From an optimization exercise on the open Yosys and OpenROAD flow, aimed at small area; shortcuts taken in it are not production practice. Function was checked by simulation only, so behaviour that the tests miss may differ from the original. Power is estimated from default activity; no workload was simulated.

==> design.v <==
`default_nettype	none
module axisafety (
		output	reg		o_read_fault,
		output	reg		o_write_fault,
		input	wire		S_AXI_ACLK,
		input	wire		S_AXI_ARESETN,
		output	reg		M_AXI_ARESETN,
		output	wire		comb_aresetn,
		input	wire		ext_resetn,
		output	wire		channel_up,
		input	wire [5:0]	S_AXI_AWID,
		input	wire [27:0]	S_AXI_AWADDR,
		input	wire [7:0]	S_AXI_AWLEN,
		input	wire [2:0]	S_AXI_AWSIZE,
		input	wire [1:0]	S_AXI_AWBURST,
		input	wire		S_AXI_AWLOCK,
		input	wire [3:0]	S_AXI_AWCACHE,
		input	wire [2:0]	S_AXI_AWPROT,
		input	wire [3:0]	S_AXI_AWQOS,
		input	wire		S_AXI_AWVALID,
		output	reg		S_AXI_AWREADY,
		input	wire [31:0]	S_AXI_WDATA,
		input	wire [3:0]	S_AXI_WSTRB,
		input	wire		S_AXI_WLAST,
		input	wire		S_AXI_WVALID,
		output	reg		S_AXI_WREADY,
		output	wire [5:0]	S_AXI_BID,
		output	reg [1:0]	S_AXI_BRESP,
		output	reg		S_AXI_BVALID,
		input	wire		S_AXI_BREADY,
		input	wire [5:0]	S_AXI_ARID,
		input	wire [27:0]	S_AXI_ARADDR,
		input	wire [7:0]	S_AXI_ARLEN,
		input	wire [2:0]	S_AXI_ARSIZE,
		input	wire [1:0]	S_AXI_ARBURST,
		input	wire		S_AXI_ARLOCK,
		input	wire [3:0]	S_AXI_ARCACHE,
		input	wire [2:0]	S_AXI_ARPROT,
		input	wire [3:0]	S_AXI_ARQOS,
		input	wire		S_AXI_ARVALID,
		output	reg		S_AXI_ARREADY,
		output	wire [5:0]	S_AXI_RID,
		output	reg [31:0]	S_AXI_RDATA,
		output	reg [1:0]	S_AXI_RRESP,
		output	wire		S_AXI_RLAST,
		output	reg		S_AXI_RVALID,
		input	wire		S_AXI_RREADY,
		output	reg [5:0]	M_AXI_AWID,
		output	reg [27:0]	M_AXI_AWADDR,
		output	reg [7:0]	M_AXI_AWLEN,
		output	reg [2:0]	M_AXI_AWSIZE,
		output	reg [1:0]	M_AXI_AWBURST,
		output	reg		M_AXI_AWLOCK,
		output	reg [3:0]	M_AXI_AWCACHE,
		output	reg [2:0]	M_AXI_AWPROT,
		output	reg [3:0]	M_AXI_AWQOS,
		output	reg		M_AXI_AWVALID,
		input	wire		M_AXI_AWREADY,
		output	reg [31:0]	M_AXI_WDATA,
		output	reg [3:0]	M_AXI_WSTRB,
		output	reg		M_AXI_WLAST,
		output	reg		M_AXI_WVALID,
		input	wire		M_AXI_WREADY,
		input	wire [5:0]	M_AXI_BID,
		input	wire [1:0]	M_AXI_BRESP,
		input	wire		M_AXI_BVALID,
		output	wire		M_AXI_BREADY,
		output	reg [5:0]	M_AXI_ARID,
		output	reg [27:0]	M_AXI_ARADDR,
		output	reg [7:0]	M_AXI_ARLEN,
		output	reg [2:0]	M_AXI_ARSIZE,
		output	reg [1:0]	M_AXI_ARBURST,
		output	reg		M_AXI_ARLOCK,
		output	reg [3:0]	M_AXI_ARCACHE,
		output	reg [2:0]	M_AXI_ARPROT,
		output	reg [3:0]	M_AXI_ARQOS,
		output	reg		M_AXI_ARVALID,
		input	wire		M_AXI_ARREADY,
		input	wire [5:0]	M_AXI_RID,
		input	wire [31:0]	M_AXI_RDATA,
		input	wire [1:0]	M_AXI_RRESP,
		input	wire		M_AXI_RLAST,
		input	wire		M_AXI_RVALID,
		output	wire		M_AXI_RREADY
	);
	localparam [16:0] TIMER_DONE = 17'h0a8d7;
	localparam [1:0] EXOKAY = 2'b01, SLAVE_ERROR = 2'b10;
	function [63:0] sel(input s, input [63:0] a, input [63:0] b);
		sel = (a & {64{s}}) | (b & {64{!s}});
	endfunction
	reg		faulty_write_return, faulty_read_return;
	reg		clear_fault;
	reg	[16:0]	write_timer, read_timer;
	reg		write_timeout, read_timeout;
	reg		r_wvalid, m_wvalid;
	reg	[31:0]	r_wdata, m_wdata;
	reg	[3:0]	r_wstrb, m_wstrb;
	reg		r_wlast, m_wlast;
	reg		m_bvalid;
	reg	[1:0]	m_bresp;
	reg		r_rvalid, m_rvalid;
	reg	[1:0]	r_rresp, m_rresp;
	reg	[31:0]	r_rdata, m_rdata;
	reg		rfifo_empty;
	wire		rfifo_last, rfifo_penultimate;
	reg		s_wbursts;
	reg		m_wempty;
	wire		m_wlastctr;
	reg		waddr_valid;
	wire		raddr_valid;
	wire		aw_accept = S_AXI_AWVALID && S_AXI_AWREADY;
	wire		ar_accept = S_AXI_ARVALID && S_AXI_ARREADY;
	wire	[5:0]	wfifo_id   = M_AXI_AWID;
	wire		wfifo_lock = M_AXI_AWLOCK;
	wire	[5:0]	rfifo_id   = M_AXI_ARID;
	wire		rfifo_lock = M_AXI_ARLOCK;
	always @(posedge S_AXI_ACLK)
	if (!S_AXI_ARESETN)
		S_AXI_AWREADY <= 0;
	else if (aw_accept)
		S_AXI_AWREADY <= 0;
	else if (clear_fault)
		S_AXI_AWREADY <= 1;
	else if (!S_AXI_AWREADY)
		S_AXI_AWREADY <= S_AXI_BVALID && S_AXI_BREADY;
	always @(posedge S_AXI_ACLK)
	if (!S_AXI_ARESETN)
		waddr_valid <= 0;
	else if (aw_accept)
		waddr_valid <= 1;
	else if (waddr_valid)
		waddr_valid <= !S_AXI_BVALID || !S_AXI_BREADY;
	always @(posedge S_AXI_ACLK)
	if (aw_accept)
	begin
		M_AXI_AWID    <= S_AXI_AWID;
		M_AXI_AWADDR  <= S_AXI_AWADDR;
		M_AXI_AWSIZE  <= S_AXI_AWSIZE;
		M_AXI_AWBURST <= S_AXI_AWBURST;
		M_AXI_AWLOCK  <= S_AXI_AWLOCK;
		M_AXI_AWCACHE <= S_AXI_AWCACHE;
		M_AXI_AWPROT  <= S_AXI_AWPROT;
		M_AXI_AWQOS   <= S_AXI_AWQOS;
	end
	always @(posedge S_AXI_ACLK)
	if (!M_AXI_ARESETN)
		M_AXI_AWVALID <= 0;
	else if (!M_AXI_AWVALID || M_AXI_AWREADY)
		M_AXI_AWVALID <= !o_write_fault && aw_accept;
	always @(posedge S_AXI_ACLK)
	if (!S_AXI_ARESETN)
		s_wbursts <= 0;
	else if (S_AXI_WVALID && S_AXI_WREADY && S_AXI_WLAST)
		s_wbursts <= 1;
	else if (S_AXI_BVALID && S_AXI_BREADY)
		s_wbursts <= 0;
	wire	w_beat = M_AXI_WVALID && M_AXI_WREADY;
	wire	m_aw_hs = M_AXI_AWVALID && M_AXI_AWREADY;
	wire	w_dec = w_beat && (m_aw_hs == m_wempty);
	always @(posedge S_AXI_ACLK)
		M_AXI_AWLEN <= sel(aw_accept, S_AXI_AWLEN, M_AXI_AWLEN - w_dec);
	always @(posedge S_AXI_ACLK)
	if (!S_AXI_ARESETN || o_write_fault)
		m_wempty <= 1;
	else if (m_aw_hs || w_dec)
		m_wempty <= w_dec && (M_AXI_AWLEN == 0);
	assign	m_wlastctr = !m_wempty && (M_AXI_AWLEN == 0);
	always @(posedge S_AXI_ACLK)
	if (!S_AXI_ARESETN)
		S_AXI_WREADY <= 0;
	else if (S_AXI_WVALID && S_AXI_WREADY)
	begin
		if (S_AXI_WLAST)
			S_AXI_WREADY <= 0;
		else if (o_write_fault)
			S_AXI_WREADY <= 1;
		else if (!M_AXI_WVALID || M_AXI_WREADY)
			S_AXI_WREADY <= 1;
		else
			S_AXI_WREADY <= 0;
	end else if ((!s_wbursts)&&(waddr_valid)
				&&(o_write_fault || M_AXI_WREADY))
		S_AXI_WREADY <= 1;
	else if (aw_accept)
		S_AXI_WREADY <= 1;
	always @(posedge S_AXI_ACLK)
	if (!S_AXI_ARESETN)
		r_wvalid <= 0;
	else if (!r_wvalid)
		r_wvalid <= (S_AXI_WVALID && S_AXI_WREADY
				&& M_AXI_WVALID && !M_AXI_WREADY);
	else if (o_write_fault || M_AXI_WREADY || !M_AXI_ARESETN)
		r_wvalid <= 0;
	wire	[36:0]	w_beat_data = sel(r_wvalid,
				{ r_wdata, r_wstrb, r_wlast },
				{ S_AXI_WDATA, S_AXI_WSTRB, S_AXI_WLAST });
	always @(posedge S_AXI_ACLK)
		{ r_wdata, r_wstrb, r_wlast } <= w_beat_data;
	always @(*)
	if (o_write_fault)
	begin
		m_wvalid = !m_wempty;
		m_wlast  = m_wlastctr;
		m_wstrb  = 0;
	end else begin
		m_wvalid = r_wvalid || (S_AXI_WVALID && S_AXI_WREADY);
		m_wstrb  = w_beat_data[4:1];
		m_wlast  = w_beat_data[0];
	end
	always @(*)
		m_wdata = w_beat_data[36:5];
	always @(posedge S_AXI_ACLK)
	if (!M_AXI_ARESETN)
		M_AXI_WVALID <= 0;
	else if (!M_AXI_WVALID || M_AXI_WREADY)
		M_AXI_WVALID <= m_wvalid;
	always @(posedge S_AXI_ACLK)
	if (!M_AXI_WVALID || M_AXI_WREADY)
	begin
		M_AXI_WDATA  <= m_wdata;
		M_AXI_WSTRB  <= m_wstrb;
		M_AXI_WLAST  <= m_wlast;
	end
	always @(posedge S_AXI_ACLK)
	if (!S_AXI_ARESETN || !waddr_valid
			|| (!o_write_fault && M_AXI_BVALID) || S_AXI_WREADY)
		write_timer <= 0;
	else
		write_timer <= { write_timer[15:0],
				!(write_timer[16] ^ write_timer[13]) };
	always @(posedge S_AXI_ACLK)
	if (!S_AXI_ARESETN || clear_fault)
		write_timeout <= 0;
	else if (M_AXI_BVALID)
		write_timeout <= write_timeout;
	else if (S_AXI_WVALID && S_AXI_WREADY)
		write_timeout <= write_timeout;
	else if (write_timer == TIMER_DONE)
		write_timeout <= 1;
	always @(*)
	begin
		faulty_write_return = 0;
		if (M_AXI_WVALID && M_AXI_WREADY
				&& M_AXI_AWVALID && !M_AXI_AWREADY)
			faulty_write_return = 1;
		if (M_AXI_BVALID)
		begin
			if (M_AXI_AWVALID || M_AXI_WVALID)
				faulty_write_return = 1;
			if (!m_wempty)
				faulty_write_return = 1;
			if (s_wbursts <= (S_AXI_BVALID ? 1'b1:1'b0))
				faulty_write_return = 1;
			if (M_AXI_BID != wfifo_id)
				faulty_write_return = 1;
			if (M_AXI_BRESP == EXOKAY && !wfifo_lock)
				faulty_write_return = 1;
		end
	end
	always @(posedge S_AXI_ACLK)
	if (!S_AXI_ARESETN || clear_fault)
		o_write_fault <= 0;
	else if ((!M_AXI_ARESETN&&o_read_fault) || write_timeout)
		o_write_fault <= 1;
	else if (M_AXI_BVALID && M_AXI_BREADY)
		o_write_fault <= (o_write_fault) || faulty_write_return;
	else if (M_AXI_WVALID && M_AXI_WREADY
			&& M_AXI_AWVALID && !M_AXI_AWREADY)
		o_write_fault <= 1;
	always @(*)
	if (o_write_fault)
	begin
		m_bvalid = s_wbursts && !S_AXI_BVALID;
		m_bresp  = SLAVE_ERROR;
	end else begin
		m_bvalid = M_AXI_BVALID && !faulty_write_return;
		m_bresp  = M_AXI_BRESP;
	end
	assign M_AXI_BREADY = 1;
	always @(posedge S_AXI_ACLK)
	if (!S_AXI_ARESETN)
		S_AXI_BVALID <= 0;
	else if (!S_AXI_BVALID || S_AXI_BREADY)
		S_AXI_BVALID <= m_bvalid;
	always @(posedge S_AXI_ACLK)
	if (!S_AXI_BVALID || S_AXI_BREADY)
		S_AXI_BRESP  <= m_bresp;
	assign	S_AXI_BID = wfifo_id;
	always @(posedge S_AXI_ACLK)
	if (!S_AXI_ARESETN)
		S_AXI_ARREADY <= 0;
	else if (ar_accept)
		S_AXI_ARREADY <= 0;
	else if (clear_fault)
		S_AXI_ARREADY <= 1;
	else if (!S_AXI_ARREADY)
		S_AXI_ARREADY <= (S_AXI_RVALID && S_AXI_RLAST && S_AXI_RREADY);
	assign	raddr_valid = !rfifo_empty;
	always @(posedge S_AXI_ACLK)
	if (ar_accept)
	begin
		M_AXI_ARID    <= S_AXI_ARID;
		M_AXI_ARADDR  <= S_AXI_ARADDR;
		M_AXI_ARSIZE  <= S_AXI_ARSIZE;
		M_AXI_ARBURST <= S_AXI_ARBURST;
		M_AXI_ARLOCK  <= S_AXI_ARLOCK;
		M_AXI_ARCACHE <= S_AXI_ARCACHE;
		M_AXI_ARPROT  <= S_AXI_ARPROT;
		M_AXI_ARQOS   <= S_AXI_ARQOS;
	end
	always @(posedge S_AXI_ACLK)
	if (!M_AXI_ARESETN)
		M_AXI_ARVALID <= 0;
	else if (!M_AXI_ARVALID || M_AXI_ARREADY)
		M_AXI_ARVALID <= !o_read_fault && ar_accept;
	wire	any_fault = o_read_fault || o_write_fault;
	always @(posedge S_AXI_ACLK)
	if (!S_AXI_ARESETN || clear_fault || (M_AXI_ARESETN
			&& (rfifo_empty || S_AXI_RVALID || M_AXI_RVALID
				|| any_fault)))
		read_timer <= 0;
	else
		read_timer <= { read_timer[15:0],
				!(read_timer[16] ^ read_timer[13]) };
	always @(posedge S_AXI_ACLK)
	if (!S_AXI_ARESETN || clear_fault || (M_AXI_ARESETN && any_fault))
		read_timeout <= 0;
	else if (!M_AXI_ARESETN)
	begin
		if (read_timer[14])
			read_timeout <= 1;
	end else if (rfifo_empty||S_AXI_RVALID)
		read_timeout <= read_timeout;
	else if (M_AXI_RVALID)
		read_timeout <= read_timeout;
	else if (read_timer == TIMER_DONE)
		read_timeout <= 1;
	always @(*)
	begin
		faulty_read_return = 0;
		if (M_AXI_RVALID)
		begin
			if (M_AXI_ARVALID)
				faulty_read_return = 1;
			if (M_AXI_RID != rfifo_id)
				faulty_read_return = 1;
			if (rfifo_last && (S_AXI_RVALID || !M_AXI_RLAST))
				faulty_read_return = 1;
			if (rfifo_penultimate && S_AXI_RVALID && (r_rvalid || !M_AXI_RLAST))
				faulty_read_return = 1;
			if (M_AXI_RRESP == EXOKAY && !rfifo_lock)
				faulty_read_return = 1;
		end
	end
	always @(posedge S_AXI_ACLK)
	if (!S_AXI_ARESETN || clear_fault)
		o_read_fault <= 0;
	else if ((!M_AXI_ARESETN && o_write_fault) || read_timeout)
		o_read_fault <= 1;
	else if (M_AXI_RVALID && (faulty_read_return || !raddr_valid))
		o_read_fault <= 1;
	always @(posedge S_AXI_ACLK)
	if (!S_AXI_ARESETN || o_read_fault)
		r_rvalid <= 0;
	else if (!r_rvalid)
		r_rvalid <= M_AXI_RVALID && S_AXI_RVALID && !S_AXI_RREADY;
	else if (S_AXI_RREADY)
		r_rvalid <= 0;
	wire	[33:0]	r_beat_data = sel(r_rvalid, { r_rdata, r_rresp },
					{ M_AXI_RDATA, M_AXI_RRESP });
	always @(posedge S_AXI_ACLK)
		{ r_rdata, r_rresp } <= r_beat_data;
	assign M_AXI_RREADY = !r_rvalid;
	wire	r_dec = !rfifo_empty && S_AXI_RVALID && S_AXI_RREADY;
	always @(posedge S_AXI_ACLK)
		M_AXI_ARLEN <= sel(ar_accept, S_AXI_ARLEN, M_AXI_ARLEN - r_dec);
	always @(posedge S_AXI_ACLK)
	if (!S_AXI_ARESETN)
		rfifo_empty <= 1;
	else if (ar_accept)
		rfifo_empty <= 0;
	else if (r_dec)
		rfifo_empty <= (M_AXI_ARLEN == 0);
	assign	rfifo_last        = !rfifo_empty && (M_AXI_ARLEN == 0);
	assign	rfifo_penultimate = !rfifo_empty && (M_AXI_ARLEN == 1);
	always @(*)
	if (o_read_fault || !M_AXI_ARESETN)
	begin
		m_rvalid = !rfifo_empty && !(S_AXI_RVALID && rfifo_last);
		m_rresp  = SLAVE_ERROR;
	end else begin
		m_rvalid = r_rvalid
			|| (M_AXI_RVALID && raddr_valid && !faulty_read_return);
		m_rresp  = r_beat_data[1:0];
	end
	always @(*)
		m_rdata = r_beat_data[33:2];
	always @(posedge S_AXI_ACLK)
	if (!S_AXI_ARESETN)
		S_AXI_RVALID <= 0;
	else if (!S_AXI_RVALID || S_AXI_RREADY)
		S_AXI_RVALID <= m_rvalid;
	always @(posedge S_AXI_ACLK)
	if (!S_AXI_RVALID || S_AXI_RREADY)
	begin
		S_AXI_RRESP  <= m_rresp;
		S_AXI_RDATA  <= m_rdata;
	end
	assign	S_AXI_RID = rfifo_id;
	assign	S_AXI_RLAST = rfifo_last;
	reg	[2:0]	ext_resetn_r;
	reg	[9:0]	chup_lfsr;
	wire		chup_ones = &chup_lfsr[8:0];
	always @(posedge S_AXI_ACLK)
		ext_resetn_r <= {ext_resetn_r[1:0], ext_resetn};
	always @(posedge S_AXI_ACLK)
	if (ext_resetn != ext_resetn_r[0])
		chup_lfsr <= 10'h3fe;
	else
		chup_lfsr <= { chup_lfsr[8:0],
			!(chup_lfsr[9] ^ chup_lfsr[6]) || (chup_ones && !chup_lfsr[9]) };
	assign channel_up = ext_resetn_r[0] ^ !(chup_ones && chup_lfsr[9]);
	assign comb_aresetn = M_AXI_ARESETN & ext_resetn_r[2];
	reg		r_clear_fault;
	wire		reset_timeout = read_timeout;
	always @(posedge S_AXI_ACLK)
	if (!S_AXI_ARESETN)
		M_AXI_ARESETN <= 0;
	else if (clear_fault)
		M_AXI_ARESETN <= 1;
	else if (o_read_fault || o_write_fault)
		M_AXI_ARESETN <= 0;
	always @(posedge S_AXI_ACLK)
	if (!S_AXI_ARESETN)
		r_clear_fault <= 1;
	else if (!M_AXI_ARESETN && !reset_timeout)
		r_clear_fault <= 0;
	else if (!o_read_fault && !o_write_fault)
		r_clear_fault <= 0;
	else if (raddr_valid || waddr_valid)
		r_clear_fault <= 0;
	else
		r_clear_fault <= 1;
	always @(*)
	if (S_AXI_AWVALID || S_AXI_ARVALID)
		clear_fault = 0;
	else if (raddr_valid || waddr_valid)
		clear_fault = 0;
	else
		clear_fault = r_clear_fault;
endmodule
==> flow/run.sh <==
#!/bin/bash
# Standard ORFS layout (standard.sh), with these changes:
#  - synthesis maps the logic with an area-oriented ABC script (flow/synth.tcl);
#  - the port buffers are the smallest buffer cell, sky130_fd_sc_hd__buf_1;
#  - clock tree synthesis uses small clock buffers, without dummy loads.
# All of the ORFS tools' output goes to orfs_make.log here, and each step's
# own log stays under orfs/logs/.
set -euo pipefail
export FLOW_WORK="$PWD"
bash standard.sh "SYNTH_SCRIPT=$FLOW_WORK/flow/synth.tcl" \
  "BUFFER_PORTS_ARGS=-buffer_cell sky130_fd_sc_hd__buf_1" \
  "CTS_ARGS=-sink_clustering_enable -repair_clock_nets -sink_clustering_size 10 -sink_clustering_max_diameter 50 -buf_list sky130_fd_sc_hd__clkbuf_4 -dont_use_dummy_load" \
  finish > orfs_make.log 2>&1
==> flow/abc_area.script <==
strash
dch -f
amap -F 5 -A 5
mfs2
strash
dch -f
amap -F 5 -A 5
==> flow/synth.tcl <==
# The standard flow's synthesis (synth_recipe.tcl, unchanged), with ABC's technology
# mapping run with an area-oriented script (flow/abc_area.script) in place
# of ORFS's default one.  Registers are mapped before ABC runs, so they
# are the standard synthesis's, with the same names and cells.
proc abc {args} {
  set i [lsearch -exact $args -script]
  if {$i >= 0} {
    lset args [expr {$i + 1}] $::env(FLOW_WORK)/flow/abc_area.script
  }
  yosys abc {*}$args
}
source $::env(FLOW_WORK)/synth_recipe.tcl
==> standard.sh <==
#!/bin/bash
# synth_recipe.tcl (not shown) runs the flow's synth.tcl, then flattens the netlist and writes it again
# the make line also repeats each setting of config.mk as NAME=value (left out here)
make -C /OpenROAD-flow-scripts/flow DESIGN_CONFIG=/design/flow/config.mk WORK_HOME=/design/flow/orfs CLKGATE_MAP_FILE= SYNTH_SCRIPT=/design/flow/synth_recipe.tcl "${@:-finish}"
==> config.mk <==
export PLATFORM = sky130hd
export DESIGN_NAME = axisafety
export DESIGN_NICKNAME = axisafety
export VERILOG_FILES = /design/flow/design.v
export SDC_FILE = /design/flow/constraint.sdc
export NUM_CORES = 4
export LEC_CHECK = 0
export CAP_MARGIN = 20
export CORE_MARGIN = 2
export CORE_UTILIZATION = 30
export SLEW_MARGIN = 20
==> constraint.sdc <==
create_clock -name core_clock -period 10.0 [get_ports {S_AXI_ACLK}]
set_input_delay 2.0000 -clock core_clock [delete_from_list [all_inputs] [get_ports {S_AXI_ACLK}]]
set_output_delay 2.0000 -clock core_clock [all_outputs]
set_load 0.01 [all_outputs]
==> impl_metrics.tcl, run 1 <==
set metrics [dict create \
    ys_seq_elements 329 \
    postLayoutCoreUtil 0.3731 \
    clk_pin_slew_ns 0.10 \
    fin_crit_ns 4.235 \
    num_vias 7375 \
    r2r_start "o_write_fault" \
    cp_slowest_cell "nor4_1" \
    worst_ep_required_time_ns 8.00 \
    crit_buf_inv 2 \
    worst_r2r_path_depth 5 \
    clock-sinks 329 \
    htree_levels 2 \
    ant_nets 0 \
    min-delay-start "ext_resetn_r[1]" \
    relSlewSlack 0.2871 \
    cp_top_family "simple AND/OR/NAND/NOR gates" \
    finalSetupTns_ns 0 \
    die_w_um 192.4 \
    routed.top_layer "met4" \
    finalHoldViolCount 0 \
    dieArea_um2 37020 \
    synth-edff-count 175 \
    power_frac_clock 0.257 \
    cts_tree "yes" \
    cts_setup_buffers 0 \
    ir_worst_vdd_mv 0.09055 \
    rrSetupSlack_ns 7.56 \
    via_per_inst 4.467 \
    core_area_um2 35220 \
    critPathKind "flop to primary output" \
    ys.warnings.count 1 \
    drt_iter0_markers 379 \
    hold_buffers 0 \
    status "no timing/DRC/antenna violations" \
    p_int_mw 1.771 \
    startpoint_type "flop" \
    critPathMaxStageDelay_ns 0.52 \
    wl_met3_um 2498 \
    clock_path_buffers 3 \
    cp.depth 6 \
    wl_met2_um 13390 \
    die_height_um 192.4 \
    grt_pass1_wl_um 40590 \
    mostFrequentLayoutCells "buf_1, edfxtp_1, dfxtp_1" \
    synthArstFlopShare 0 \
    end_kind "primary output" \
    hp-class "flop to flop" \
    routed_wl_um 27740 \
    synth_nets 938 \
    maxCapViolCount 0 \
    grt_pass1_vias 7250 \
    fin_crit_sh 0.4235 \
    grt_max_degree 61 \
    syn_inst 717 \
    cts_made_buffers 42 \
    drive_above_1_share 0.04630 \
    rsz0062_at_grt "no" \
    worstSkewPairLatency_ns 0.70 \
    syn2layout_area_growth_pct 23.40 \
    ios 436 \
    synth_area_um2 10650 \
    wl_per_cell_um 16.80 \
    cts_resized 0 \
    reg2reg_to "o_write_fault" \
    crit_path_cell_trace "clkinv_1, nand4_1, nor4_1, nand2_1, nor2_1, buf_1" \
    antenna_found_initial 2 \
    cts_root_buf "clkbuf_4" \
    rows 69 \
    min_path_cells 0 \
    arrival_ns 2.24 \
    wl_met1_um 11230 \
    whs_endpoint "ext_resetn_r[2]" \
    synth_ff_type "edfxtp_1" \
    pwr-share-seq 0.656 \
    synth_area_per_cell_um2 14.85 \
    p_switching_mw 0.5763 \
    initial_core_util 0.3024 \
    fmax_mhz 236.1 \
    power.density_nw_per_um2 178.6 \
    gr-total-overflow 0 \
    drc 0 \
    setup_viol 0 \
    crit_fanout 3 \
    p_sw_frac 0.2455 \
    dp_hpwl_um 20340 \
    yosysSeqAreaShare 0.7829 \
    synth.distinct_cells 41 \
    finalClockSkew_ns 0.07530 \
    io_buffers 434 \
    final_common_cell "buf_1" \
    dr.pass1.iters 7 \
    combPwrFrac 0.088 \
    grtUsageTotal 0.1449 \
    tightest_slew_ns 1.069 \
    instances_no_fill 1651 \
    gp_congestion 0.8396 \
    leakagePower_nw 4.314 \
    final_nets 1411 \
    dpl.cell_count 1607 \
    slew_viol_final 0 \
]
## cell families (layout without fill, tap and decap cells)
logic type                 after synthesis  count (layout)  synth area share
DFF                                    329             329            0.7829
xor gates and xnor gates                 6               6          0.004934
other                                    1               3         0.0003521
buffers and inverters                   78             549           0.03207
adders and majority gates                4               4          0.004699
AOI/OAI and AO/OA                      142             142            0.1028
and+or+nand+nor                        157             157           0.07225
## per-stage QoR
stage | cell area [um^2] | worst slack [ns] | power, mW | hold slack, ns
CTS | 13140 | 5.537 | 2.391 | 0.3293
floorplan | 10650 | 5.776 | 1.666 | 0.3096
detailed placement | 12820 | 5.986 | 1.781 | 0.3143
finish | 13140 | 5.765 | 2.347 | 0.3263
global route | 13140 | 5.397 | 2.465 | 0.3402
global placement | 12820 | 6.036 | 1.774 | 0.3102
## flip-flops by register name, summed over array words and instances, names as in the netlist, 17 cells and up
register	flops
M_AXI_ARADDR	28
M_AXI_AWADDR	28
M_AXI_WDATA	32
S_AXI_RDATA	32
r_rdata	32
r_wdata	32
read_timer	17
write_timer	17
## cells in the mapped netlist (2+ instances only)
| cell type | n | area [um^2] |
|---|---|---|
| dfxtp_1 | 154 | 3083 |
| or4_1 | 5 | 37.54 |
| o2111ai_1 | 5 | 43.79 |
| edfxtp_1 | 175 | 5255 |
| nor2b_1 | 18 | 112.6 |
| buf_4 | 13 | 97.59 |
| nand2_1 | 19 | 71.32 |
| nand2b_1 | 2 | 12.51 |
| xor2_1 | 5 | 43.79 |
| or2_0 | 10 | 62.56 |
| o22ai_1 | 9 | 56.30 |
| a211oi_1 | 6 | 45.04 |
| nor2_1 | 59 | 221.5 |
| ha_1 | 4 | 50.05 |
| o22a_1 | 74 | 648.1 |
| nand3_1 | 6 | 30.03 |
| a221oi_1 | 2 | 17.52 |
| nand4_1 | 6 | 37.54 |
| o21ai_0 | 13 | 65.06 |
| nor4_1 | 7 | 43.79 |
| o32ai_1 | 2 | 17.52 |
| a21oi_1 | 18 | 90.09 |
| clkinv_1 | 65 | 244.0 |
| nor3_1 | 16 | 80.08 |
| a31oi_1 | 3 | 18.77 |
| or3_1 | 6 | 37.54 |
## power groups by stage
stage | registers, mW | clock network [mW] | logic, mW
floorplan | 1.59 | 0 | 0.0787
global placement | 1.57 | 0 | 0.207
detailed placement | 1.57 | 0 | 0.210
CTS | 1.54 | 0.640 | 0.210
global route | 1.55 | 0.685 | 0.230
finish | 1.54 | 0.602 | 0.205
## per-layer routing
layer	up-vias	GRT usage
met5	-	0
met4	0	0.04756
met3	44	0.04746
met2	320	0.2438
met1	3435	0.1751
li1	3576	-
## final cells by class
cell class | instances | area, um^2
diodes | 2 | 5.005
clock buffers | 42 | 315.3
fillers | 3481 | 22080
inverters | 65 | 244.0
multi-input cells | 310 | 1973
flip-flops and latches | 329 | 8339
well taps | 461 | 576.8
repair buffers | 442 | 1689
## how the worst max path moves through the flow
stage | slack [ns] | start | end
2_1_floorplan | 5.78 | S_AXI_ARVALID | M_AXI_ARLEN[5]
3_3_place_gp | 6.04 | M_AXI_BVALID | o_write_fault
3_5_place_dp | 5.99 | M_AXI_BVALID | o_write_fault
4_1_cts | 5.54 | M_AXI_ARLEN[7] | S_AXI_RLAST
5_1_grt | 5.40 | M_AXI_ARLEN[7] | S_AXI_RLAST
6_report | 5.76 | M_AXI_ARLEN[7] | S_AXI_RLAST
==> inputs of run 2 (changes only) <==
--- a/config.mk
+++ b/config.mk
@@ -7,5 +7,6 @@
 export LEC_CHECK = 0
-export CAP_MARGIN = 20
+export CAP_MARGIN = 10
 export CORE_MARGIN = 2
 export CORE_UTILIZATION = 30
-export SLEW_MARGIN = 20
+export GPL_TIMING_DRIVEN = 0
+export SLEW_MARGIN = 10
==> run 2 against run 1 <==
Compared with the run above:
- still clean on timing, DRC and antenna
- sequential power hardly changed
- critical path depth is 4 lower
- first-iteration DRC count shrank 12%
- maximum frequency shrank 17%
- combinational power hardly changed
- critical path type unchanged
- critical endpoint is now M_AXI_RREADY
==> impl_metrics.tcl, run 2 <==
set metrics [dict create \
    synth_ff_type "edfxtp_1" \
    wl_per_cell_um 16.73 \
    tightest_slew_ns 1.100 \
    rrSetupSlack_ns 6.89 \
    cp.depth 2 \
    slew_viol_final 0 \
    crit_path_start "r_rvalid" \
    die_height_um 192.4 \
    synth_area_per_cell_um2 14.85 \
    finalHoldViolCount 0 \
    finalSetupTns_ns 0 \
    rsz0062_at_grt "no" \
    synthArstFlopShare 0 \
    core_area_um2 35220 \
    grt_pass1_vias 7261 \
    grt_max_degree 53 \
    syn2layout_area_growth_pct 25.05 \
    status "no timing/DRC/antenna violations" \
    clock-sinks 329 \
    startpoint_type "flop" \
    arrival_ns 3.11 \
    routed_wl_um 27860 \
    dpl.cell_count 1617 \
    critPathMaxStageDelay_ns 1.12 \
    cts_root_buf "clkbuf_4" \
    die_w_um 192.4 \
    gp_congestion 0.8390 \
    grtUsageTotal 0.1442 \
    final_nets 1423 \
    worst_r2r_path_depth 3 \
    grt_pass1_wl_um 40030 \
    syn_inst 717 \
    cp_top_family "buffers and inverters" \
    drc 0 \
    synth_area_um2 10650 \
    synth_commonest_cells "edfxtp_1, dfxtp_1, o22a_1" \
    design_area_um2 13320 \
    initial_core_util 0.3024 \
    critPathKind "flop to primary output" \
    final_common_cell "buf_1" \
    cts_tree "yes" \
    cts_setup_buffers 0 \
    ant_nets 0 \
    num_vias 7435 \
    power.density_nw_per_um2 177.5 \
    hp-class "flop to flop" \
    fin_crit_ns 5.105 \
    finalClockSkew_ns 0.08741 \
    dpl_cell_area_um2 12970 \
    reg2reg_to "S_AXI_RRESP[1]" \
    cts_resized 0 \
    synth-edff-count 175 \
    clk_pin_slew_ns 0.10 \
    worstSkewPairLatency_ns 0.74 \
    post-synth-top-count-cell "edfxtp_1" \
    htree_levels 2 \
    ios 436 \
    r2r_start "r_rvalid" \
    yosysSeqAreaShare 0.7829 \
    fmax_mhz 195.9 \
    drive_above_1_share 0.05833 \
    via_per_inst 4.463 \
    end_kind "primary output" \
    setup_viol 0 \
    worst_ep_required_time_ns 8.00 \
    mostFrequentLayoutCells "buf_1, edfxtp_1, dfxtp_1" \
    synth.distinct_cells 41 \
    cp_slowest_cell "clkinv_1" \
    maxCapViolCount 0 \
    crit_fanout 38 \
    crit_path_end "M_AXI_RREADY" \
    yosys.area.top_type_share 0.4934 \
    synth_nets 938 \
    yosys.area.top_type "edfxtp_1" \
    dr.pass1.iters 4 \
    yosys-top-cells-area "edfxtp_1, dfxtp_1, o22a_1" \
    hold_buffers 0 \
    gr-total-overflow 0 \
    ys.warnings.count 1 \
    ys_seq_elements 329 \
    ir_worst_vdd_mv 0.08130 \
    dieArea_um2 37020 \
    rows 69 \
    clock_path_buffers 3 \
    instances_no_fill 1666 \
    antenna_found_initial 3 \
    dp_hpwl_um 20620 \
    crit_buf_inv 2 \
    leakagePower_nw 4.393 \
    relSlewSlack 0.2622 \
    cts_made_buffers 44 \
    drt_iter0_markers 332 \
    io_buffers 434 \
    crit_path_cell_trace "clkinv_1, buf_1" \
    fin_crit_sh 0.5105 \
]
## run 2: cell types whose count changed in the layout (fill, tap and decap cells not counted), sizes merged
cell	delta
inv	-3
clkbuf	+2
clkinv	+3
diode	+3
buf	+10
## run 2: worst min-delay path by stage
stage | from | to | slack, ns | cells after the start
2_1_floorplan | ext_resetn_r[1] | ext_resetn_r[2] | 0.31 | 0
3_3_place_gp | ext_resetn_r[1] | ext_resetn_r[2] | 0.31 | 0
3_5_place_dp | ext_resetn_r[1] | ext_resetn_r[2] | 0.32 | 0
4_1_cts | ext_resetn_r[1] | ext_resetn_r[2] | 0.34 | 0
5_1_grt | ext_resetn_r[1] | ext_resetn_r[2] | 0.35 | 0
6_report | ext_resetn_r[1] | ext_resetn_r[2] | 0.34 | 0
## run 2: final cells by class
| cell class | instances | area, um^2 |
|---|---|---|
| Timing Repair Buffer | 439 | 1732 |
| Multi-Input combinational cell | 310 | 1979 |
| Inverter | 65 | 249.0 |
| Tap cell | 461 | 576.8 |
| Buffer | 13 | 97.59 |
| Clock buffer | 44 | 330.3 |
| Fill cell | 3484 | 21910 |
| Sequential cell | 329 | 8341 |
| Antenna cell | 5 | 12.51 |
## run 2: power by group
part / switching (mW) / total [mW] / internal [mW]
logic: 0.120 / 0.205 / 0.0851
registers: 0.0460 / 1.54 / 1.49
clock network: 0.416 / 0.618 / 0.202
total: 0.582 / 2.36 / 1.78
## run 2: worst reg2reg max path, cell delays in order (launching register included)
cell      delay [ns]
dfxtp_2         0.86
clkinv_1        1.14
o22a_1          0.50
or3_1           0.34
## run 2: logic make-up (layout without fill, tap and decap cells)
family | after synthesis | after routing | synth area share
AO/OA/AOI/OAI | 142 | 142 | 0.1028
other | 1 | 6 | 0.0003521
buffers and inverters | 78 | 561 | 0.03207
adder cells (fa/ha/maj) | 4 | 4 | 0.004699
XOR/XNOR | 6 | 6 | 0.004934
flip-flops | 329 | 329 | 0.7829
AND/OR/NAND/NOR | 157 | 157 | 0.07225
## run 2: stage by stage
| stage | setup slack, ns | hold slack (ns) | total power, mW | utilization |
|---|---|---|---|---|
| after floorplan | 5.776 | 0.3096 | 1.666 | - |
| after global placement | 4.353 | 0.3101 | 1.775 | 0.3650 |
| after detailed placement | 5.614 | 0.3171 | 1.783 | 0.3682 |
| after CTS | 4.730 | 0.3412 | 2.409 | 0.3776 |
| after global routing | 4.491 | 0.3459 | 2.485 | 0.3779 |
| final | 4.895 | 0.3364 | 2.364 | 0.3781 |
## run 2: per-layer routing
| layer | routed length [um] | vias to the layer above | GRT usage |
|---|---|---|---|
| met5 | 0 | - | 0 |
| met4 | 696 | 0 | 0.05520 |
| met3 | 2343 | 53 | 0.04855 |
| met2 | 13550 | 298 | 0.2436 |
| met1 | 11270 | 3467 | 0.1693 |
| li1 | - | 3617 | - |
==> inputs of run 3 (changes only) <==
--- a/flow/run.sh
+++ b/flow/run.sh
@@ -11,3 +11,3 @@
   "BUFFER_PORTS_ARGS=-buffer_cell sky130_fd_sc_hd__buf_1" \
-  "CTS_ARGS=-sink_clustering_enable -repair_clock_nets -sink_clustering_size 10 -sink_clustering_max_diameter 50 -buf_list sky130_fd_sc_hd__clkbuf_4 -dont_use_dummy_load" \
+  "CTS_ARGS=-sink_clustering_enable -repair_clock_nets -sink_clustering_size 9 -sink_clustering_max_diameter 60 -buf_list sky130_fd_sc_hd__clkbuf_4 -dont_use_dummy_load" \
   finish > orfs_make.log 2>&1
--- a/config.mk
+++ b/config.mk
@@ -7,6 +7,5 @@
 export LEC_CHECK = 0
-export CAP_MARGIN = 10
+export CAP_MARGIN = 20
 export CORE_MARGIN = 2
 export CORE_UTILIZATION = 30
-export GPL_TIMING_DRIVEN = 0
-export SLEW_MARGIN = 10
+export SLEW_MARGIN = 20
==> run 3 against run 2 <==
Compared with the run above:
- still clean on timing, DRC and antenna
- critical endpoint is now S_AXI_RLAST
- register-to-register slack improved by 0.68 ns
- critical path type unchanged
- maximum frequency rose by 19%
- critical path depth rose by 4
==> impl_metrics.tcl, run 3 <==
set metrics [dict create \
    yosys.area.top_type_share 0.4934 \
    synth-edff-count 175 \
    clock-sinks 329 \
    cts_tree "yes" \
    worst_ep_required_time_ns 8.00 \
    yosys.area.top_type "edfxtp_1" \
    syn2layout_area_growth_pct 23.50 \
    ys_seq_elements 329 \
    die_height_um 192.4 \
    htree_levels 2 \
    ir_worst_vdd_mv 0.08484 \
    gp_congestion 0.8396 \
    rows 69 \
    cts_made_buffers 43 \
    power.density_nw_per_um2 179.6 \
    core_area_um2 35220 \
    post-synth-top-count-cell "edfxtp_1" \
    synth_nets 938 \
    die_w_um 192.4 \
    final_common_cell "buf_1" \
    startpoint_type "flop" \
    ys.warnings.count 1 \
    crit_fanout 4 \
    cts_setup_buffers 0 \
    fin_crit_ns 4.302 \
    gr-total-overflow 0 \
    dp_hpwl_um 20340 \
    tightest_slew_ns 1.064 \
    synth_ff_type "edfxtp_1" \
    num_vias 7376 \
    fin_crit_sh 0.4302 \
    slew_viol_final 0 \
    setup_viol 0 \
    cts_resized 0 \
    rsz0062_at_grt "no" \
    finalClockSkew_ns 0.04376 \
    finalHoldViolCount 0 \
    hold_buffers 0 \
    syn_inst 717 \
    grt_max_degree 61 \
    synth_area_per_cell_um2 14.85 \
    grt_pass1_vias 7356 \
    ios 436 \
    yosysSeqAreaShare 0.7829 \
    antenna_found_initial 3 \
    synth_commonest_cells "edfxtp_1, dfxtp_1, o22a_1" \
    holdWs_ns 0.3355 \
    dr.pass1.iters 4 \
    critPathKind "flop to primary output" \
    synthArstFlopShare 0 \
    synth_area_um2 10650 \
    status "no timing/DRC/antenna violations" \
    dieArea_um2 37020 \
    maxCapViolCount 0 \
    finalSetupTns_ns 0 \
    yosys-top-cells-area "edfxtp_1, dfxtp_1, o22a_1" \
    initial_core_util 0.3024 \
    synth.distinct_cells 41 \
    grtUsageTotal 0.1463 \
    hp-class "flop to flop" \
    ant_nets 0 \
    leakagePower_nw 4.319 \
    arrival_ns 2.30 \
    cts_root_buf "clkbuf_4" \
    final_nets 1412 \
    grt_pass1_wl_um 40870 \
    drc 0 \
    drt_iter0_markers 402 \
    clk_pin_slew_ns 0.10 \
    wl_per_cell_um 16.85 \
    via_per_inst 4.462 \
    mostFrequentLayoutCells "buf_1, edfxtp_1, dfxtp_1" \
    routed_wl_um 27850 \
    worstSkewPairLatency_ns 0.70 \
    drive_above_1_share 0.04710 \
    fmax_mhz 232.4 \
    end_kind "primary output" \
    relSlewSlack 0.2908 \
    clock_path_buffers 3 \
    io_buffers 434 \
]
run 3: path summary, 6_finish.rpt:
path	endpoint	startpoint	slack (ns)	depth (start not counted)
hold reg to reg	ext_resetn_r[2]	ext_resetn_r[1]	0.34	0
hold / removal	ext_resetn_r[2]	ext_resetn_r[1]	0.34	0
setup / recovery	S_AXI_RLAST	M_AXI_ARLEN[2]	5.70	6
setup reg to reg	o_write_fault	o_write_fault	7.57	5
run 3: through the flow:
step                      worst slack [ns]    util  cells  cell area [um^2]  power [mW]
after global routing                 5.390  0.3734   1653             13150       2.477
final                                5.698  0.3734   1653             13150       2.362
after global placement               6.036  0.3640   1607             12820       1.774
after CTS                            5.512  0.3732   1650             13150       2.404
after detailed placement             5.986  0.3640   1607             12820       1.781
after floorplan                      5.776       -    717             10650       1.666
run 3: layout make-up:
class | instances | area (um^2)
Clock buffer | 43 | 322.8
Tap cell | 461 | 576.8
Antenna cell | 3 | 7.507
Multi-Input combinational cell | 310 | 1973
Fill cell | 3477 | 22070
Sequential cell | 329 | 8339
Timing Repair Buffer | 442 | 1689
Inverter | 65 | 244.0
run 3: critical path: stages (launching register included):
cell	delay [ns]
dfxtp_1	0.36
clkinv_1	0.08
nand4_1	0.09
nor4_1	0.53
nand2_1	0.17
nor2_1	0.16
buf_1	0.22
run 3: cells by family (layout without fill, tap and decap cells):
family / count (synthesis) / after routing / synth area share
AND/OR/NAND/NOR: 157 / 157 / 0.07225
buffers and inverters: 78 / 550 / 0.03207
other: 1 / 4 / 0.0003521
flip-flops: 329 / 329 / 0.7829
adder cells (fa/ha/maj): 4 / 4 / 0.004699
AO/OA/AOI/OAI: 142 / 142 / 0.1028
XOR/XNOR: 6 / 6 / 0.004934
run 3: where the power goes:
group | internal (mW) | leakage (nW) | switching, mW | total [mW]
combinational | 0.0827 | 1.14 | 0.123 | 0.206
sequential | 1.49 | 2.98 | 0.0444 | 1.54
clock | 0.198 | 0.198 | 0.418 | 0.617
total | 1.78 | 4.32 | 0.586 | 2.36
run 3: layer usage:
metal,GRT usage,part of all wire,vias up
li1,-,-,3576
met1,0.1753,0.40,3445
met4,0.07223,0.030,0
met5,0,0,-
met2,0.2402,0.48,309
met3,0.04292,0.084,46
==> inputs of run 4 (changes only) <==
--- a/flow/run.sh
+++ b/flow/run.sh
@@ -11,3 +11,3 @@
   "BUFFER_PORTS_ARGS=-buffer_cell sky130_fd_sc_hd__buf_1" \
-  "CTS_ARGS=-sink_clustering_enable -repair_clock_nets -sink_clustering_size 9 -sink_clustering_max_diameter 60 -buf_list sky130_fd_sc_hd__clkbuf_4 -dont_use_dummy_load" \
+  "CTS_ARGS=-sink_clustering_enable -repair_clock_nets -sink_clustering_size 10 -sink_clustering_max_diameter 70 -buf_list sky130_fd_sc_hd__clkbuf_4 -dont_use_dummy_load" \
   finish > orfs_make.log 2>&1
==> flow/abc_area.script (replaced) <==
strash
dch -f
amap -F 5 -A 5 -m
mfs2
strash
dch -f
amap -F 5 -A 5 -m
==> run 4 against run 3 <==
Compared with the run above:
- first-iteration DRC count fell by 49%
- critical path depth did not move
- sequential power barely moved
- die area barely moved
- count of clock-buffer cells in the layout fell by 2
- setup slack improved by 0.079 ns
- synthesized cell count rose by 0.98%
==> impl_metrics.tcl, run 4 <==
set metrics [dict create \
    drt_iter0_markers 207 \
    worst_r2r_path_depth 9 \
    dpl.cell_count 1609 \
    drive_above_1_share 0.04435 \
    hp-class "flop to flop" \
    multi_input_area_um2 1971 \
    relSlewSlack 0.3660 \
    reg2reg_to "M_AXI_ARLEN[6]" \
    min_path_cells 0 \
    synth-edff-count 175 \
    dpl_cell_area_um2 12820 \
    hold_buffers 0 \
    finalSetupTns_ns 0 \
    routed_wl_um 29410 \
    grt_max_degree 59 \
    gp_congestion 0.7628 \
    fmax_mhz 236.8 \
    rrSetupSlack_ns 7.87 \
    htree_levels 2 \
    ios 436 \
    synth_nets 945 \
    cts_made_buffers 41 \
    min-delay-start "ext_resetn_r[1]" \
    rows 68 \
    synth_xor_xnor_area_share 0.002468 \
    yosysSeqAreaShare 0.7831 \
    leakagePower_nw 4.325 \
    p_int_mw 1.768 \
    regArea_um2 8338 \
    via_per_inst 4.506 \
    num_vias 7444 \
    finalClockSkew_ns 0.06066 \
    p_switching_mw 0.5915 \
    synth_ff_type "edfxtp_1" \
    synth_top_family_by_area "compound AO/OA/AOI/OAI gates" \
    final_common_cell "buf_1" \
    arrival_ns 2.22 \
    clock-sinks 329 \
    maxCapViolCount 0 \
    antenna_found_initial 4 \
    power_frac_clock 0.257 \
    dieArea_um2 37020 \
    combPwrFrac 0.090 \
    synthArstFlopShare 0 \
    instances_no_fill 1652 \
    design_area_um2 13130 \
    syn_inst 724 \
    grt_pass1_vias 7293 \
    fillers 3429 \
    worstSkewPairLatency_ns 0.69 \
    power.density_nw_per_um2 179.7 \
    yosys.area.top_type "edfxtp_1" \
    r2r_start "S_AXI_RVALID" \
    setup_ws_ns 5.777 \
    synth_area_per_cell_um2 14.71 \
    clock_path_buffers 3 \
    wl_met2_um 14220 \
    clk_pin_slew_ns 0.12 \
    drc 0 \
    ant_nets 0 \
    die_w_um 192.4 \
    synthSimpleGateAreaFrac 0.07145 \
    crit_path_cell_trace "nor2_1, nand3_1, nor4_1, nand2_1, nor2_1, buf_1" \
    initial_core_util 0.3067 \
    fin_crit_ns 4.223 \
    whs_endpoint "ext_resetn_r[2]" \
    grtUsageTotal 0.1511 \
    slew_viol_final 0 \
    setup_viol 0 \
    rsz0062_at_grt "no" \
    mostFrequentLayoutCells "buf_1, edfxtp_1, dfxtp_1" \
    critPathMaxStageDelay_ns 0.36 \
    synth_fa_ha_area_frac 0.004700 \
    cts_root_buf "clkbuf_4" \
    synth_commonest_cells "edfxtp_1, dfxtp_1, o22a_1" \
    crit_fanout 3 \
    yosys-top-cells-area "edfxtp_1, dfxtp_1, o22a_1" \
    final_nets 1418 \
    cts_setup_buffers 0 \
    dr.pass1.iters 5 \
    end_kind "primary output" \
    cp_slowest_cell "nor4_1" \
    fin_crit_sh 0.4223 \
    p_sw_frac 0.2507 \
    io_buffers 434 \
    ys.warnings.count 1 \
    critPathKind "flop to primary output" \
    cp_common_cell "nor2_1" \
    pre_cts_ws_ns 6.154 \
    yosys.area.top_type_share 0.4935 \
    dp_hpwl_um 21860 \
    gr-total-overflow 0 \
    muxShareOfSynthArea 0 \
    postLayoutCoreUtil 0.3783 \
    synth_area_um2 10650 \
    post-synth-top-count-cell "edfxtp_1" \
    routed.top_layer "met5" \
    startpoint_type "flop" \
    synth_compound_area_frac 0.1059 \
    holdWs_ns 0.3196 \
    cts_tree "yes" \
    grt_pass1_wl_um 41570 \
    wl_met3_um 2384 \
    wl_per_cell_um 17.80 \
    pwr-share-seq 0.653 \
    worst_ep_required_time_ns 8.00 \
    tightest_slew_ns 0.9477 \
    ir_worst_vdd_mv 0.08327 \
    cts_resized 0 \
    syn2layout_area_growth_pct 23.33 \
    wl_met1_um 11800 \
    ys_seq_elements 329 \
    die_height_um 192.4 \
    status "no timing/DRC/antenna violations" \
    total_power_mw 2.359 \
    finalHoldViolCount 0 \
    synth.distinct_cells 36 \
    core_area_um2 34710 \
]
==> run 4: kinds of logic (layout without fill, tap and decap cells) <==
logic type	count (synthesis)	in the layout
buffers and inverters	78	549
DFF	329	329
AOI/OAI and AO/OA	148	148
xor gates and xnor gates	3	3
and+or+nand+nor	161	161
adders and majority gates	4	4
other	1	3
==> run 4: layout make-up <==
| type | count | area share |
|---|---|---|
| Antenna cell | 2 | 0.0003811 |
| Clock buffer | 41 | 0.02344 |
| Inverter | 65 | 0.01858 |
| Multi-Input combinational cell | 317 | 0.1501 |
| Sequential cell | 329 | 0.6350 |
| Tap cell | 455 | 0.04335 |
| Timing Repair Buffer | 443 | 0.1292 |
==> run 4: worst max path at each step <==
stage                   end      startpoint
2_1_floorplan  S_AXI_WREADY   S_AXI_AWVALID
3_3_place_gp   S_AXI_WREADY   S_AXI_AWVALID
3_5_place_dp   S_AXI_WREADY   S_AXI_AWVALID
4_1_cts         S_AXI_RLAST  M_AXI_ARLEN[5]
5_1_grt         S_AXI_RLAST  M_AXI_ARLEN[5]
6_report        S_AXI_RLAST  M_AXI_ARLEN[5]
==> run 4: critical path, delay by kind of cell, from the launching register on <==
kind | cells | cell delay (ns)
buffers and inverters | 1 | 0.22
flip-flops | 1 | 0.35
AND/OR/NAND/NOR | 5 | 0.92
==> run 4: metal layers <==
metal	global-route usage	vias up
li1	-	3600
met1	0.1758	3488
met2	0.2536	293
met3	0.04364	59
met4	0.07722	4
met5	0	-
==> run 4: power by group through the flow <==
| stage | Sequential [mW] | Clock [mW] | Combinational (mW) |
|---|---|---|---|
| floorplan | 1.59 | 0 | 0.0811 |
| global placement | 1.57 | 0 | 0.215 |
| detailed placement | 1.57 | 0 | 0.219 |
| CTS | 1.54 | 0.649 | 0.220 |
| global route | 1.55 | 0.697 | 0.238 |
| finish | 1.54 | 0.606 | 0.213 |
==> inputs of run 5 (changes only) <==
==> flow/abc_area.script (replaced) <==
strash
dch -f
amap -F 5 -A 5
mfs2
strash
dch -f
amap -F 5 -A 5
==> run 5 against run 4 <==
Compared with the run above:
- hold slack improved by 0.014 ns
- synthesized area about the same
- critical path type unchanged
- first-iteration DRC count grew 65%
- non-clock buffer count decreased by 1
- largest power group unchanged
- still clean on timing, DRC and antenna
- sequential share of layout area increased by 0.064 points
- power decreased by 0.91%
- global-route usage decreased by 0.51 points
- register-to-register slack worse by 0.31 ns
- synthesized cell count decreased by 0.97%
==> impl_metrics.tcl, run 5 <==
set metrics [dict create \
    status "no timing/DRC/antenna violations" \
    relSlewSlack 0.3010 \
    synth-edff-count 175 \
    leakagePower_nw 4.300 \
    syn2layout_area_growth_pct 23.19 \
    cts_root_buf "clkbuf_4" \
    syn_inst 717 \
    end_kind "primary output" \
    synth_area_um2 10650 \
    final_nets 1408 \
    maxCapViolCount 0 \
    arrival_ns 2.31 \
    drc 0 \
    hp-class "flop to flop" \
    cts_resized 0 \
    crit_path_cell_trace "clkinv_1, nand4_1, nor4_1, nand2_1, nor2_1, buf_1" \
    cp.depth 6 \
    finalSetupTns_ns 0 \
    postLayoutCoreUtil 0.3725 \
    synth_nets 938 \
    cp_slowest_cell "nor4_1" \
    ys.warnings.count 1 \
    cts_made_buffers 39 \
    mostFrequentLayoutCells "buf_1, edfxtp_1, dfxtp_1" \
    num_vias 7333 \
    critPathMaxStageDelay_ns 0.54 \
    synthArstFlopShare 0 \
    total_power_mw 2.338 \
    drt_iter0_markers 341 \
    htree_levels 2 \
    initial_core_util 0.3024 \
    wl_per_cell_um 16.86 \
    synth_commonest_cells "edfxtp_1, dfxtp_1, o22a_1" \
    dr.pass1.iters 4 \
    yosysSeqAreaShare 0.7829 \
    via_per_inst 4.450 \
    finalClockSkew_ns 0.04117 \
    antenna_found_initial 2 \
    rsz0062_at_grt "no" \
    grt_pass1_wl_um 40830 \
    dieArea_um2 37020 \
    yosys-top-cells-area "edfxtp_1, dfxtp_1, o22a_1" \
    tightest_slew_ns 1.049 \
    cp_top_family "simple AND/OR/NAND/NOR gates" \
    clock_path_buffers 3 \
    grt_pass1_vias 7293 \
    rows 69 \
    gr-total-overflow 0 \
    core_area_um2 35220 \
    setup_viol 0 \
    die_w_um 192.4 \
    clk_pin_slew_ns 0.11 \
    cts_setup_buffers 0 \
    setup_ws_ns 5.689 \
    synth_area_per_cell_um2 14.85 \
    fin_crit_ns 4.311 \
    drive_above_1_share 0.04388 \
    yosys.area.top_type_share 0.4934 \
    worst_ep_required_time_ns 8.00 \
    ant_nets 0 \
    design_area_um2 13120 \
    worst_r2r_path_depth 5 \
    synth.distinct_cells 41 \
    ir_worst_vdd_mv 0.1102 \
    ys_seq_elements 329 \
    pre_cts_ws_ns 5.986 \
    dpl_cell_area_um2 12820 \
    startpoint_type "flop" \
    yosys.area.top_type "edfxtp_1" \
    final_common_cell "buf_1" \
    fin_crit_sh 0.4311 \
    post-synth-top-count-cell "edfxtp_1" \
    routed_wl_um 27780 \
    ios 436 \
    gp_congestion 0.8396 \
    critPathKind "flop to primary output" \
    grtUsageTotal 0.1460 \
    power.density_nw_per_um2 178.2 \
    die_height_um 192.4 \
    synth_ff_type "edfxtp_1" \
    grt_max_degree 61 \
    io_buffers 434 \
    fmax_mhz 232.0 \
    dp_hpwl_um 20340 \
    clock-sinks 329 \
    min_path_cells 0 \
    crit_fanout 4 \
    finalHoldViolCount 0 \
    slew_viol_final 0 \
    hold_buffers 0 \
    worstSkewPairLatency_ns 0.71 \
    crit_buf_inv 2 \
    cts_tree "yes" \
]
[run 5: per-stage QoR]
step	hold WS (ns)	std cells
after floorplan	0.3096	717
after global routing	0.3493	1648
after global placement	0.3102	1607
after detailed placement	0.3143	1607
after CTS	0.3374	1646
final	0.3336	1648
[run 5: area by class of cell]
class | count | area, um^2
antenna | 2 | 5.005
clock buffer | 39 | 292.8
fill | 3481 | 22100
inverter | 65 | 244.0
multi-input combinational | 310 | 1973
sequential | 329 | 8339
tap | 461 | 576.8
timing repair buffer | 442 | 1689
[run 5: cell families (layout without fill, tap and decap cells)]
group | after synthesis | after routing | synth area share
flops | 329 | 329 | 0.7829
simple gates | 157 | 157 | 0.07225
compound gates | 142 | 142 | 0.1028
buf+inv | 78 | 546 | 0.03207
xor+xnor | 6 | 6 | 0.004934
fa+ha+maj | 4 | 4 | 0.004699
other cells | 1 | 3 | 0.0003521
[run 5: routing by layer]
metal / global-route usage / up-vias / part of all wire / wire, um
met4: 0.04903 / 0 / 0.021 / 588
met3: 0.04892 / 38 / 0.091 / 2537
met5: 0 / - / 0 / 0
li1: - / 3575 / - / -
met1: 0.1756 / 3398 / 0.40 / 11230
met2: 0.2450 / 322 / 0.48 / 13420
[run 5: where the power goes]
part	internal [mW]	switching [mW]	total (mW)
registers	1.49	0.0443	1.54
clock network	0.181	0.413	0.593
logic	0.0827	0.123	0.205
[run 5: final timing paths]
kind | start | slack, ns | to
setup reg to reg | o_write_fault | 7.56 | o_write_fault
hold reg to reg | ext_resetn_r[1] | 0.33 | ext_resetn_r[2]
setup / recovery | M_AXI_ARLEN[2] | 5.69 | S_AXI_RLAST
hold / removal | ext_resetn_r[1] | 0.33 | ext_resetn_r[2]
[run 5: worst register-to-register path, cell delays in order (launching register included)]
cell and delay (ns):
dfxtp_1 0.57, or4_1 0.60, or3_1 0.37, or4_1 0.45
a221oi_1 0.27, nor2_1 0.07
==> inputs of run 6 (changes only) <==
==> flow/abc_area.script (replaced) <==
strash
dch -f
amap -F 5 -A 5
mfs2
strash
dch -f
amap -F 5 -A 5
&get -n
&st
&dch -f
&nf -R 1000
&put
mfs2
strash
dch -f
amap -F 5 -A 5
==> run 6 against run 5 <==
Compared with the run above:
- still clean on timing, DRC and antenna
- wire length shrank 0.12%
- synthesized cell count grew 0.42%
- die area shrank 0.29%
- critical path depth is the same
- clock skew grew 0.035 ns
- cell count shrank 0.18%
- setup slack lost 0.11 ns
- clock power is essentially flat
- sequential cell count is the same
- register-to-register slack is essentially flat
- synthesized area shrank 0.29%
- non-clock buffer count is the same
==> impl_metrics.tcl, run 6 <==
set metrics [dict create \
    gp_congestion 0.7892 \
    synth_nets 941 \
    grt_pass1_vias 7202 \
    ir_worst_vdd_mv 0.09451 \
    setup_viol 0 \
    synth_area_per_cell_um2 14.75 \
    fin_crit_sh 0.4425 \
    die_height_um 192.1 \
    final_nets 1411 \
    synthArstFlopShare 0 \
    final_common_cell "buf_1" \
    cts_made_buffers 39 \
    drive_above_1_share 0.04125 \
    clock-sinks 329 \
    cts_setup_buffers 0 \
    initial_core_util 0.3059 \
    synth_commonest_cells "edfxtp_1, dfxtp_1, o22a_1" \
    dr.pass1.iters 4 \
    hold_buffers 0 \
    io_buffers 434 \
    end_kind "primary output" \
    critPathKind "flop to primary output" \
    worstSkewPairLatency_ns 0.70 \
    grt_pass1_wl_um 39920 \
    crit_fanout 5 \
    grtUsageTotal 0.1415 \
    drc 0 \
    fmax_mhz 226.0 \
    post-synth-top-count-cell "edfxtp_1" \
    yosys-top-cells-area "edfxtp_1, dfxtp_1, o22a_1" \
    antenna_found_initial 2 \
    finalHoldViolCount 0 \
    arrival_ns 2.42 \
    syn2layout_area_growth_pct 23.18 \
    fin_crit_ns 4.425 \
    grt_max_degree 62 \
    via_per_inst 4.449 \
    core_area_um2 34710 \
    ant_nets 0 \
    slew_viol_final 0 \
    dieArea_um2 36920 \
    startpoint_type "flop" \
    ys_seq_elements 329 \
    cts_tree "yes" \
    finalSetupTns_ns 0 \
    drt_iter0_markers 241 \
    synth.distinct_cells 38 \
    rows 68 \
    rsz0062_at_grt "no" \
    ys.warnings.count 1 \
    cts_root_buf "clkbuf_4" \
    wl_per_cell_um 16.87 \
    maxCapViolCount 0 \
    power.density_nw_per_um2 177.6 \
    tightest_slew_ns 0.8755 \
    yosys.area.top_type_share 0.4949 \
    relSlewSlack 0.4102 \
    syn_inst 720 \
    pre_cts_ws_ns 6.110 \
    die_w_um 192.1 \
    fillers 3493 \
    hp-class "flop to flop" \
    worst_ep_required_time_ns 8.00 \
    leakagePower_nw 4.307 \
    yosysSeqAreaShare 0.7852 \
    mostFrequentLayoutCells "buf_1, edfxtp_1, dfxtp_1" \
    status "no timing/DRC/antenna violations" \
    yosys.area.top_type "edfxtp_1" \
    clock_path_buffers 3 \
    htree_levels 2 \
    gr-total-overflow 0 \
    synth-edff-count 175 \
    routed_wl_um 27750 \
    cts_resized 0 \
    clk_pin_slew_ns 0.11 \
    setup_ws_ns 5.575 \
    ios 436 \
    finalClockSkew_ns 0.07611 \
    synth_ff_type "edfxtp_1" \
    num_vias 7318 \
    synth_area_um2 10620 \
    dp_hpwl_um 20210 \
]
[run 6: per-layer routing]
metal	vias up	global-route usage	part of all wire
met1	3454	0.1719	0.41
met3	51	0.04001	0.070
met4	0	0.05813	0.027
met2	246	0.2360	0.49
li1	3567	-	-
met5	-	0	0
[run 6: worst max-delay path: stages, from the launching register on]
cell and delay [ns]:
dfxtp_1 0.36, or2_0 0.27, or3_1 0.32, nor4_1 0.37, nand3_1 0.17, clkinv_1 0.06
buf_1 0.17
[run 6: where the power goes]
part | internal, mW | switching (mW) | leakage [nW]
Combinational | 0.0780 | 0.120 | 1.15
Clock | 0.180 | 0.411 | 0.179
Sequential | 1.49 | 0.0411 | 2.98
Total | 1.75 | 0.572 | 4.31
[run 6: logic make-up after synthesis]
| family | synth area share |
|---|---|
| buffers and inverters | 0.02792 |
| AOI/OAI and AO/OA | 0.09957 |
| DFF | 0.7852 |
| adders and majority gates | 0.004713 |
| other | 0.0003531 |
| and+or+nand+nor | 0.07894 |
| xor gates and xnor gates | 0.003300 |
[run 6: path summary, 6_finish.rpt]
| check | start | end | slack (ns) | cells after the start |
|---|---|---|---|---|
| worst max register to register | o_write_fault | o_write_fault | 7.55 | 6 |
| worst min-delay path | ext_resetn_r[1] | ext_resetn_r[2] | 0.35 | 0 |
| worst min register to register | ext_resetn_r[1] | ext_resetn_r[2] | 0.35 | 0 |
| worst max-delay path | M_AXI_ARLEN[4] | S_AXI_RLAST | 5.58 | 6 |
[run 6: layout make-up]
type	instances	area (um^2)	area share
Clock buffer	39	292.8	0.02238
Timing Repair Buffer	442	1689	0.1291
Tap cell	455	569.3	0.04352
Inverter	53	201.4	0.01540
Antenna cell	2	5.005	0.0003826
Sequential cell	329	8338	0.6375
Multi-Input combinational cell	325	1984	0.1517
[run 6: per-stage QoR]
stage | utilization | std cells | cell area (um^2) | hold WS (ns) | total power [mW]
floorplan | - | 720 | 10620 | 0.3096 | 1.658
global placement | 0.3682 | 1604 | 12780 | 0.3099 | 1.761
detailed placement | 0.3682 | 1604 | 12780 | 0.3184 | 1.767
CTS | 0.3767 | 1643 | 13080 | 0.3450 | 2.365
global route | 0.3768 | 1645 | 13080 | 0.3544 | 2.443
finish | 0.3768 | 1645 | 13080 | 0.3454 | 2.323

-- port drivers added, routing unchanged --
No port has a modelled driver above. Below, the same layouts with a new extraction and two added sets of constraints.
Step 1 (the two cells are an assumption about what drives the block):
set clk [get_ports {S_AXI_ACLK}]
set_driving_cell -lib_cell sky130_fd_sc_hd__clkbuf_16 $clk
set_driving_cell -lib_cell sky130_fd_sc_hd__buf_2 [delete_from_list [all_inputs] $clk]
Step 2 adds t to the input delays and takes it off the output delays; t is the mean of the earliest and latest rising clock arrival at the registers after step 1. Input paths then give back, and output paths get back, about the clock's delay inside the block.
a / b / c = ideal ports / drivers / drivers and shift; a / b = the first two.
run | t, ns | slack for setup (ns) | worst setup path after step 2 | latest minus earliest clock arrival (ns) | worst register clock-pin slew, ns
run 1 | 0.722 | 5.765 / 5.722 / 6.008 | input to register | 0.102 / 0.101 | 0.11 / 0.11
run 2 | 0.744 | 4.895 / 4.852 / 5.595 | register to output | 0.097 / 0.097 | 0.11 / 0.11
run 3 | 0.726 | 5.698 / 5.654 / 5.979 | input to register | 0.058 / 0.057 | 0.12 / 0.12
run 4 | 0.714 | 5.777 / 5.737 / 6.117 | input to register | 0.090 / 0.091 | 0.12 / 0.12
run 5 | 0.736 | 5.689 / 5.646 / 5.970 | input to register | 0.048 / 0.048 | 0.12 / 0.12
run 6 | 0.710 | 5.575 / 5.534 / 6.078 | input to register | 0.084 / 0.084 | 0.11 / 0.11
After both steps every run listed still meets setup and hold.
